Context: an optimization exercise on an open-source flow, tuned for small area, a short achievable clock period and few clock cycles. The choices shown serve that exercise and are no tape-out recipe. Only simulation tests tie the RTL to the original design; equivalence was not proved.

==> flow/design.v, too long to show whole: its modules and the start of the top module <==
// module CONV: 1329 lines
module CONV(
	input				clk,
	input				reset,
	output	reg			busy,
	input				ready,
	output	reg	[11:0]	iaddr,
	input		[19:0]	idata,
	output	reg  		cwr,
	output	reg [11:0]	caddr_wr,
	output	reg [19:0]	cdata_wr,
	output	reg 		crd,
	output	reg	[11:0]	caddr_rd,
	input		[19:0] 	cdata_rd,
	output		[2:0] 	csel
	);
  // ...
==> flow/flow/run.sh <==
#!/bin/bash
export SETUP_SLACK_MARGIN=6.7
export BUFFER_PORTS_ARGS="-buffer_cell sky130_fd_sc_hd__buf_2"
bash standard.sh > standard.log 2>&1
==> flow/standard.sh <==
#!/bin/bash
# synth_recipe.tcl (not shown) runs the flow's synth.tcl, then flattens the netlist and writes it again
# the make line also repeats each setting of config.mk as NAME=value (left out here)
make -C /OpenROAD-flow-scripts/flow DESIGN_CONFIG=/design/flow/config.mk WORK_HOME=/design/flow/orfs CLKGATE_MAP_FILE= SYNTH_SCRIPT=/design/flow/synth_recipe.tcl "${@:-finish}"
==> flow/config.mk <==
export PLATFORM = sky130hd
export DESIGN_NAME = CONV
export DESIGN_NICKNAME = CONV
export VERILOG_FILES = /design/flow/design.v
export SDC_FILE = /design/flow/constraint.sdc
export NUM_CORES = 4
export LEC_CHECK = 0
export ABC_CLOCK_PERIOD_IN_PS = 3000
export CAP_MARGIN = 20
export CORE_MARGIN = 2
export CORE_UTILIZATION = 60
export CTS_CLUSTER_DIAMETER = 110
export CTS_CLUSTER_SIZE = 25
export SLEW_MARGIN = 20
==> flow/constraint.sdc <==
create_clock -name core_clock -period 10.0 [get_ports {clk}]
set_input_delay 2.0000 -clock core_clock [delete_from_list [all_inputs] [get_ports {clk}]]
set_output_delay 2.0000 -clock core_clock [all_outputs]
set_load 0.01 [all_outputs]
==> results.tsv, run 1 <==
metric	value	unit
grt_util_met2	51.1	%
worst-path-buf-inv	3	
wirelength	86800	um
min_period	3.43	ns
area_growth	10.9	%
synth_edf_count	40	
path_cells	a222oi_1 > inv_1 > fa_1 > inv_1 > fa_2 > fa_1 > inv_1 > fa_1	
cp_slowest_stage_delay	0.88	ns
clkCellAreaFrac	1.81	%
cts_buffers	20	
synth_compound_area_share	11.1	%
io_pins	105	
async_reset_ff_share	6.19	%
root_buffer	clkbuf_16	
syn-cell-area	28800	um^2
status	timing/DRC/antenna clean	
wl_per_cell	24.6	um
die_w	223	um
regArea	9010	um^2
critPathRequiredTime	10.45	ns
min_to	first1	
n_antenna_cell	0	
setup_viol	0	
nNonClkBuffers	208	
nWellTaps	615	
seq_area_share	28.2	%
skew	0.0231	ns
synth_xor_area_share	2.18	%
dieArea	49700	um^2
synth_top_area_share	24.6	%
nClkBuffers	31	
rr_worst_depth	8	
yosys.area_share.simple	9.48	%
dp.cells	3420	
finalWorstSetupSlack	6.57	ns
Testbench counts, summed over its fixed seeds: cycles 146,808.
==> run 2, diff against run 1 <==
--- a/flow/design.v
+++ b/flow/design.v
@@ -34,61 +34,43 @@
 		ph <= phn;
 		if (run & cend & L[12]) scan_done <= 1'b1;
 	end
 end
 always @(posedge clk) begin
 	iaddr <= {rown[5:0], Ln[5:0]};
 	g <= rown[6];
 end
-reg [19:0] p0;
-reg [2:0]  phq;        
-reg        vq, cendq, firstq, x0q, x62q, x63q, col0q, row0q, cinitq;
-always @(posedge clk) begin
-	p0     <= g ? 20'd0 : idata;
-	phq    <= {ph == 2'd2, ph == 2'd1, ph == 2'd0};
-	cendq  <= cend;
-	firstq <= (ph == 2'd0) | ((L[12:6] == 7'd0) & (ph == 2'd1));
-	x0q    <= (L[5:0] == 6'd0);
-	x62q   <= (L[5:0] == 6'd62);
-	x63q   <= (L[5:0] == 6'd63);
-	col0q  <= (L == 13'd0);
-	row0q  <= (L[12:6] == 7'd0);
-	cinitq <= (L[5:0] == 6'd0) & ((ph == 2'd0) | ((L[12:6] == 7'd0) & (ph == 2'd1)));
-end
 reg [19:0] p;
 reg [21:0] p3;
-reg        v1, cend1, first1, x62_1, x63_1, col0_1, row0_1, cinit1;
+reg        v1, cend1, first1, x62_1, col0_1, row0_1, cinit1;
 reg [2:0] sL0;
 reg [2:0] sL1;
 reg [2:0] sC0;
 reg [2:0] sC1;
 reg [2:0] sR0;
 reg actR0;
 reg [2:0] sR1;
 reg actR1;
+wire [2:0]  phq = {ph == 2'd2, ph == 2'd1, ph == 2'd0};
+wire        x0q = (L[5:0] == 6'd0);
+wire [21:0] idata3 = {{2{idata[19]}}, idata} + {idata[19], idata, 1'b0};
 always @(posedge clk or posedge reset) begin
-	if (reset) begin
-		vq <= 1'b0;
-		v1 <= 1'b0;
-	end else begin
-		vq <= run;
-		v1 <= vq;
-	end
+	if (reset) v1 <= 1'b0;
+	else v1 <= run;
 end
 always @(posedge clk) begin
-	p      <= p0;
-	p3     <= {{2{p0[19]}}, p0} + {p0[19], p0, 1'b0};
-	cend1  <= cendq;
-	first1 <= firstq;
-	x62_1  <= x62q;
-	x63_1  <= x63q;
-	col0_1 <= col0q;
-	row0_1 <= row0q;
-	cinit1 <= cinitq;
+	p      <= g ? 20'd0 : idata;
+	p3     <= g ? 22'd0 : idata3;
+	cend1  <= cend;
+	first1 <= (ph == 2'd0) | ((L[12:6] == 7'd0) & (ph == 2'd1));
+	x62_1  <= (L[5:0] == 6'd62);
+	col0_1 <= (L == 13'd0);
+	row0_1 <= (L[12:6] == 7'd0);
+	cinit1 <= (L[5:0] == 6'd0) & ((ph == 2'd0) | ((L[12:6] == 7'd0) & (ph == 2'd1)));
 	sL0 <= phq;
 	sL1 <= phq;
 	sC0 <= phq;
 	sC1 <= phq;
 	sR0 <= x0q ? 3'b000 : phq;
 	actR0 <= ~x0q;
 	sR1 <= x0q ? 3'b000 : phq;
 	actR1 <= ~x0q;
@@ -1274,18 +1256,18 @@
 	RBs <= tCs;
 	RBc <= tCc;
 	RCs <= tLs;
 	RCc <= tLc;
 end
 reg         e2;        
 reg         csel1;     
 reg         pr1, pr2, pr3, q;
+reg  [11:0] oa;        
 reg  [19:0] M, Rr;
-wire [11:0] oprev = csel1 ? {caddr_wr[9:5], 1'b1, caddr_wr[4:0], 1'b1} : caddr_wr;
 wire [35:0] osum = RAs + RAc;
 assign csel = {1'b0, csel1, 1'b1};
 wire pair_start = cwr & ~csel1 & caddr_wr[6] & ~caddr_wr[0];
 wire pair_end   = cwr & ~csel1 & caddr_wr[6] &  caddr_wr[0];
 wire [19:0] mr = (Rr > M) ? Rr : M;
 wire [19:0] mw = (cdata_wr > M) ? cdata_wr : M;
 always @(posedge clk or posedge reset) begin
 	if (reset) begin
@@ -1307,22 +1289,21 @@
 		q <= pair_end;
 		cwr <= e2 | q;
 		if (cwr & csel1 & (caddr_wr[9:0] == 10'd1023)) busy <= 1'b0;
 	end
 end
 always @(posedge clk) begin
 	Rr <= cdata_rd;
 	caddr_rd <= {caddr_wr[11:6] - 6'd1, caddr_wr[5:1], pr1};
-	if (!busy) begin
-		csel1 <= 1'b0;
-		caddr_wr <= 12'hfff;
-	end else if (e2) begin
+	if (!busy) oa <= 12'd0;
+	else if (e2) oa <= oa + 12'd1;
+	if (e2) begin
 		csel1 <= 1'b0;
-		caddr_wr <= oprev + 12'd1;
+		caddr_wr <= oa;
 		cdata_wr <= osum[35] ? 20'd0 : osum[35:16];
 	end else if (q) begin
 		csel1 <= 1'b1;
 		caddr_wr <= {2'b00, caddr_wr[11:7], caddr_wr[5:1]};
 		cdata_wr <= mw;
 	end
 	if (pair_start) M <= cdata_wr;
 	else if (pr2 | pr3) M <= mr;
==> flow/config.mk (replaced) <==
export PLATFORM = sky130hd
export DESIGN_NAME = CONV
export DESIGN_NICKNAME = CONV
export VERILOG_FILES = /design/flow/design.v
export SDC_FILE = /design/flow/constraint.sdc
export NUM_CORES = 4
export LEC_CHECK = 0
export ABC_CLOCK_PERIOD_IN_PS = 3000
export CAP_MARGIN = 20
export CORE_MARGIN = 2
export CORE_UTILIZATION = 60
export SLEW_MARGIN = 20
==> results.tsv, run 2 <==
metric	value	unit	change
grt_start_max_net_pins	58		was 76
grt.total_usage	36.2	%	was 33.9%
drt_pre_antenna_iters	7		unchanged
fillerInstances	3441		was 3843
io_pins	105		unchanged
relSlewSlack	23.4	%	was 35.3%
synthFlopType	dfxtp_1		unchanged
syn-cell-area	28300	um^2	was 28800 um^2
async_reset_ff_share	6.22	%	was 6.19%
tightest_slew	1.15	ns	was 0.970 ns
root_buffer	clkbuf_16		unchanged
antenna_found_initial	0		was 1
clock-sinks	402		was 420
synth_area_leader_cell	fa_1		was dfxtp_1
hpwl	61000	um	was 59500 um
final_util	71.2	%	was 67.1%
timing.rr.end	RBc[16]		was RAc[18]
fp.coreArea	46600	um^2	was 47500 um^2
start_util	60.8	%	was 60.5%
path_class	input pin to flop		was flop to flop
ys_seq_elements	402		was 420
yosysMostFrequentCell	inv_1		unchanged
layout.cells.most_common	inv_1		unchanged
multi_input_area	17900	um^2	was 17800 um^2
synth_top_area_share	25.0	%	was 24.6%
dieArea	48900	um^2	was 49700 um^2
layout_common_cells	inv_1, fa_1, dfxtp_1		unchanged
reg2reg_slack	6.61	ns	was 6.57 ns
cts_buffers	47		was 20
period_share	35.7	%	was 34.3%
cts_buffer_depth	3		unchanged
fp-row-count	79		was 80
grt_pass1_vias	22627		was 21559
cts_hold_buf	0		unchanged
drcViolationCount	0		unchanged
skew	0.0303	ns	was 0.0231 ns
final-max-slew-violation-count	0		unchanged
regToRegStartpoint	first1		was p3[18]
drv_cap	0		unchanged
die_y	221	um	was 223 um
status	timing/DRC/antenna clean		unchanged
min_period	3.57	ns	was 3.43 ns
n_antenna_cell	0		unchanged
fmax	280	MHz	was 292 MHz
yosys_warnings	1		unchanged
clock_latency	0.63	ns	was 0.58 ns
synth_commonest_cells	inv_1, fa_1, dfxtp_1		was inv_1, dfxtp_1, fa_1
hold_class	flop to flop		unchanged
wl_per_cell	24.8	um	was 24.6 um
synth_cells	2770		was 2832
drtAntennaViolNets	0		unchanged
setup_viol	0		unchanged
wirelength	88200	um	was 86800 um
nNetsFinal	3458		was 3460
synth_edf_count	52		was 40
fin_setup_tns	0	ns	unchanged
die_w	221	um	was 223 um
critPathLaunchType	input pin		was flop
rsz0062_at_grt	yes		unchanged
area_growth	17.1	%	was 10.9%
gp_congestion	0.980		was 0.945
synth_area_per_cell	10.2	um^2	about the same
port_buffers	102		unchanged
regArea	8740	um^2	was 9010 um^2
stdcell_count	3553		was 3534
ys_seq_area_share	30.7	%	was 31.1%
grt_overflow	0		unchanged
hold_viol	0		unchanged
endpoint_kind	flop		unchanged
syn_nets	3321		was 3383
synth_cell_types	72		was 78
cp_max_fo	3		was 12
dp.cells	3369		was 3420
endpoint	p3[18]		was RAc[18]
rr_worst_depth	11		was 8
cts_tree	yes		unchanged
vias	21330		was 21317
critPathRequiredTime	10.45	ns	about the same
grt_pass1_wl	134000	um	was 127000 um
htreeDepth	2		was 1
path_clk_slew	0.06	ns	was 0.11 ns
drt_iter0_drc	1876		was 2327
crit_start	idata[1]		was p3[18]
routed_via_density	6.00		was 6.03
drive_gt1_share	20.5	%	was 16.5%
arrival	4.02	ns	was 3.88 ns
ys_top_cells_by_area	fa_1, dfxtp_1, ha_1		was dfxtp_1, fa_1, ha_1
## run 2: changes by cell type in the layout (fill, tap and decap cells not counted), moves of 11 or more
| cell | previous run | this run |
|---|---|---|
| nand2_1 | 179 | 153 |
| clkbuf_16 | 32 | 53 |
| dfxtp_1 | 319 | 300 |
| a22o_1 | 0 | 18 |
| o22ai_1 | 24 | 7 |
| buf_4 | 60 | 75 |
| o21ai_0 | 98 | 85 |
| edfxtp_1 | 40 | 52 |
| fa_1 | 340 | 328 |
| fa_2 | 13 | 25 |
| nor2_1 | 132 | 120 |
| clkinv_2 | 1 | 12 |
## run 2: cells by family after synthesis
logic type / synth area share [%]
XOR/XNOR: 2.03
AND/OR/NAND/NOR: 9.95
multiplexers: 6.71
buffers and inverters: 7.98
AO/OA/AOI/OAI: 10.8
other: 0.0265
adder cells (fa/ha/maj): 31.8
flip-flops: 30.7
## run 2: how the worst min path moves through the flow
stage / startpoint / endpoint / slack [ns] / depth (start not counted)
2_1_floorplan: pr2 / pr3 / 0.35 / 0
4_1_cts: pr2 / pr3 / 0.38 / 0
6_report: pr2 / pr3 / 0.39 / 0
3_3_place_gp: pr2 / pr3 / 0.37 / 0
3_5_place_dp: pr2 / pr3 / 0.37 / 0
5_1_grt: pr2 / pr3 / 0.40 / 0
## run 2: what timing repair did
action | in CTS | in global routing
buffers inserted | 50 | 23
hold endpoints to repair | 0 | 0
pin swaps | 33 | 52
setup endpoints to repair | 203 | 85
cloned | 16 | 6
resized for setup | 148 | 99
## run 2: metrics by stage
stage | worst slack (ns) | area, um^2 | hold slack (ns)
final | 6.43 | 33100 | 0.386
after global routing | 6.25 | 33100 | 0.399
after CTS | 6.44 | 32500 | 0.385
after detailed placement | 5.55 | 29400 | 0.370
after global placement | 5.60 | 29400 | 0.365
after floorplan | 6.09 | 28400 | 0.355
## run 2: per-layer routing
metal | global-route usage [%] | routed length (um) | share of wire (%) | vias up
li1 | - | - | - | 9344
met1 | 44.8 | 33300 | 38 | 10458
met2 | 58.9 | 40700 | 46 | 1107
met3 | 6.89 | 7400 | 8.4 | 421
met4 | 22.6 | 6860 | 7.8 | 0
met5 | 0 | 0 | 0 | -
## run 2: critical path, stage by stage
cell	delay [ns]
buf_8	0.11
ha_4	0.22
a21o_1	0.15
a21o_1	0.21
a2111oi_4	0.36
o31ai_2	0.12
o31a_1	0.31
a31oi_4	0.19
nand2b_1	0.08
a211oi_1	0.20
nor3_1	0.08
## run 2: final cells by class
cell class | instances | area share (%)
Multi-Input combinational cell | 1772 | 54.2
Tap cell | 607 | 2.29
Clock buffer | 62 | 3.96
Sequential cell | 402 | 26.4
Inverter | 452 | 5.20
Clock inverter | 26 | 1.09
Timing Repair Buffer | 232 | 6.91
Testbench counts of run 2, summed over its fixed seeds: cycles 146,796.
==> run 3, diff against run 2 <==
--- a/flow/config.mk
+++ b/flow/config.mk
@@ -10,3 +10,5 @@
 export CORE_MARGIN = 2
 export CORE_UTILIZATION = 60
+export CTS_CLUSTER_DIAMETER = 100
+export CTS_CLUSTER_SIZE = 20
 export SLEW_MARGIN = 20
==> results.tsv, run 3 <==
metric	value	unit	change
grt_pass1_vias	22302		was 22627
synth_commonest_cells	inv_1, fa_1, dfxtp_1		unchanged
htreeDepth	1		was 2
yosysMostFrequentCell	inv_1		unchanged
drcViolationCount	0		unchanged
ys_seq_elements	402		unchanged
gp_congestion	0.980		unchanged
cp_max_fo	3		unchanged
layout_common_cells	inv_1, fa_1, dfxtp_1		unchanged
start_util	60.8	%	unchanged
final-max-slew-violation-count	0		unchanged
io_pins	105		unchanged
critPathLaunchType	input pin		unchanged
grt_overflow	0		unchanged
layout.cells.most_common	inv_1		unchanged
drtAntennaViolNets	0		unchanged
routed_via_density	6.03		was 6.00
hold_viol	0		unchanged
area_growth	13.9	%	was 17.1%
endpoint	p3[18]		unchanged
path_class	input pin to flop		unchanged
synth_edf_count	52		unchanged
drv_cap	0		unchanged
port_buffers	102		unchanged
rr_worst_depth	7		was 11
ys_seq_area_share	30.7	%	unchanged
synth_cell_types	72		unchanged
final_util	69.3	%	was 71.2%
reg2reg_slack	6.61	ns	about the same
wl_per_cell	25.2	um	was 24.8 um
vias	21290		was 21330
regToRegStartpoint	p3[17]		was first1
grt_start_max_net_pins	58		unchanged
stdcell_area	32300	um^2	was 33100 um^2
hold_class	flop to flop		unchanged
timing.rr.end	RBc[18]		was RBc[16]
die_w	221	um	unchanged
path_clk_slew	0.09	ns	was 0.06 ns
dieArea	48900	um^2	unchanged
skew	0.0284	ns	was 0.0303 ns
n_antenna_cell	0		unchanged
synthFlopType	dfxtp_1		unchanged
syn-cell-area	28300	um^2	unchanged
ys_top_cells_by_area	fa_1, dfxtp_1, ha_1		unchanged
min_period	3.59	ns	was 3.57 ns
endpoint_kind	flop		unchanged
async_reset_ff_share	6.22	%	unchanged
fin_setup_tns	0	ns	unchanged
drt_iter0_drc	1893		was 1876
cts_hold_buf	0		unchanged
syn_nets	3321		unchanged
root_buffer	clkbuf_16		unchanged
fp-row-count	79		unchanged
status	timing/DRC/antenna clean		unchanged
rsz0062_at_grt	yes		unchanged
die_y	221	um	unchanged
clock-sinks	402		unchanged
dpl_cell_area	29400	um^2	unchanged
tightest_slew	1.12	ns	was 1.15 ns
arrival	4.02	ns	about the same
period_share	35.9	%	was 35.7%
synth_area_per_cell	10.2	um^2	unchanged
grt.total_usage	35.6	%	was 36.2%
synth_top_area_share	25.0	%	unchanged
antenna_found_initial	2		was 0
crit_start	idata[1]		unchanged
hpwl	61000	um	unchanged
yosys_warnings	1		unchanged
cts_buffers	24		was 47
nNetsFinal	3460		was 3458
synth_area_leader_cell	fa_1		unchanged
fmax	279	MHz	was 280 MHz
cts_tree	yes		unchanged
grt_pass1_wl	132000	um	was 134000 um
fp.coreArea	46600	um^2	unchanged
synth_cells	2770		unchanged
wirelength	88800	um	was 88200 um
setup_viol	0		unchanged
hold-worst-slack	0.387	ns	was 0.386 ns
critPathRequiredTime	10.43	ns	was 10.45 ns
drive_gt1_share	19.5	%	was 20.5%
cts_buffer_depth	3		unchanged
drt_pre_antenna_iters	6		was 7
relSlewSlack	25.2	%	was 23.4%
clock_latency	0.60	ns	was 0.63 ns
## run 3: changes by cell type in the layout (fill, tap and decap cells not counted), sizes merged
cell,before,now
inv,449,447
clkinvlp,5,3
bufbuf,7,8
clkbuf,68,42
buf,219,242
bufinv,7,0
clkinv,17,6
## run 3: what timing repair did
item	4_1_cts	5_1_grt
setup buffers	52	48
resized for setup	134	105
pin swaps	23	48
endpoints found under the setup margin	203	93
hold endpoints to repair	0	0
gates cloned	13	7
## run 3: cell type report
cell class / instances / area, um^2
tap: 607 / 759
clock buffer: 35 / 642
clock inverter: 4 / 38.8
fill: 3578 / 14300
timing repair buffer: 257 / 2420
sequential: 402 / 8740
inverter: 452 / 1730
multi-input combinational: 1772 / 17900
## run 3: logic make-up after synthesis
kind of cell | after synthesis | synth area share, %
xor gates and xnor gates | 64 | 2.03
adders and majority gates | 508 | 31.8
muxes | 177 | 6.71
DFF | 402 | 30.7
buffers and inverters | 597 | 7.98
other | 2 | 0.0265
AOI/OAI and AO/OA | 448 | 10.8
and+or+nand+nor | 572 | 9.95
## run 3: per-stage QoR
step | cells | worst slack (ns)
CTS | 3473 | 6.42
global route | 3529 | 6.23
floorplan | 2770 | 6.09
detailed placement | 3369 | 5.55
global placement | 3369 | 5.60
finish | 3529 | 6.41
## run 3: worst max-delay path: stages
cell       delay, ns
buf_8           0.11
ha_4            0.22
a21o_1          0.15
a21o_1          0.21
a2111oi_4       0.36
o31ai_2         0.12
o31a_1          0.31
a31oi_4         0.19
nand2b_1        0.08
a211oi_1        0.20
nor3_1          0.08
## run 3: worst min-delay path by stage
stage               startpoint  endpoint  slack (ns)  depth (start not counted)
finish                     pr2       pr3        0.39                          0
global route               pr2       pr3        0.40                          0
CTS                        pr2       pr3        0.39                          0
detailed placement         pr2       pr3        0.37                          0
global placement           pr2       pr3        0.37                          0
floorplan                  pr2       pr3        0.35                          0
## run 3: metal layers
layer	GRT usage [%]	wire [um]
met5	0	7
met4	20.2	6420
met3	7.04	8060
met2	58.2	41300
met1	44.3	33000

==> afterwards: timing with drivers on the ports <==
Ports are ideal in the flow. The routed layouts listed here were re-timed in OpenROAD. Step 1, drivers: a clkbuf_16 drives clk and a buf_2 each remaining input, both assumed. Step 2 times the ports against the registers' clock, not the clock port: input delays grow and output delays shrink by t, the midpoint of the rising clock arrivals with the driver on. Three values: no drivers, after step 1, after step 2; two values: the first two.
run | t (ns) | setup slack, ns | worst hold slack (ns) | worst setup path after step 2
run 1 | 0.629 | 6.573 / 6.573 / 6.573 | 0.318 / 0.318 / 0.318 | register to register
run 2 | 0.674 | 6.427 / 6.448 / 5.773 | 0.386 / 0.386 / 0.386 | input to register
run 3 | 0.647 | 6.410 / 6.427 / 5.780 | 0.387 / 0.387 / 0.387 | input to register
After both steps setup and hold are still met in every run listed. For run 2, which loses most, drivers alone change the setup slack by +0.021 ns; drivers and shift together by -0.654 ns.
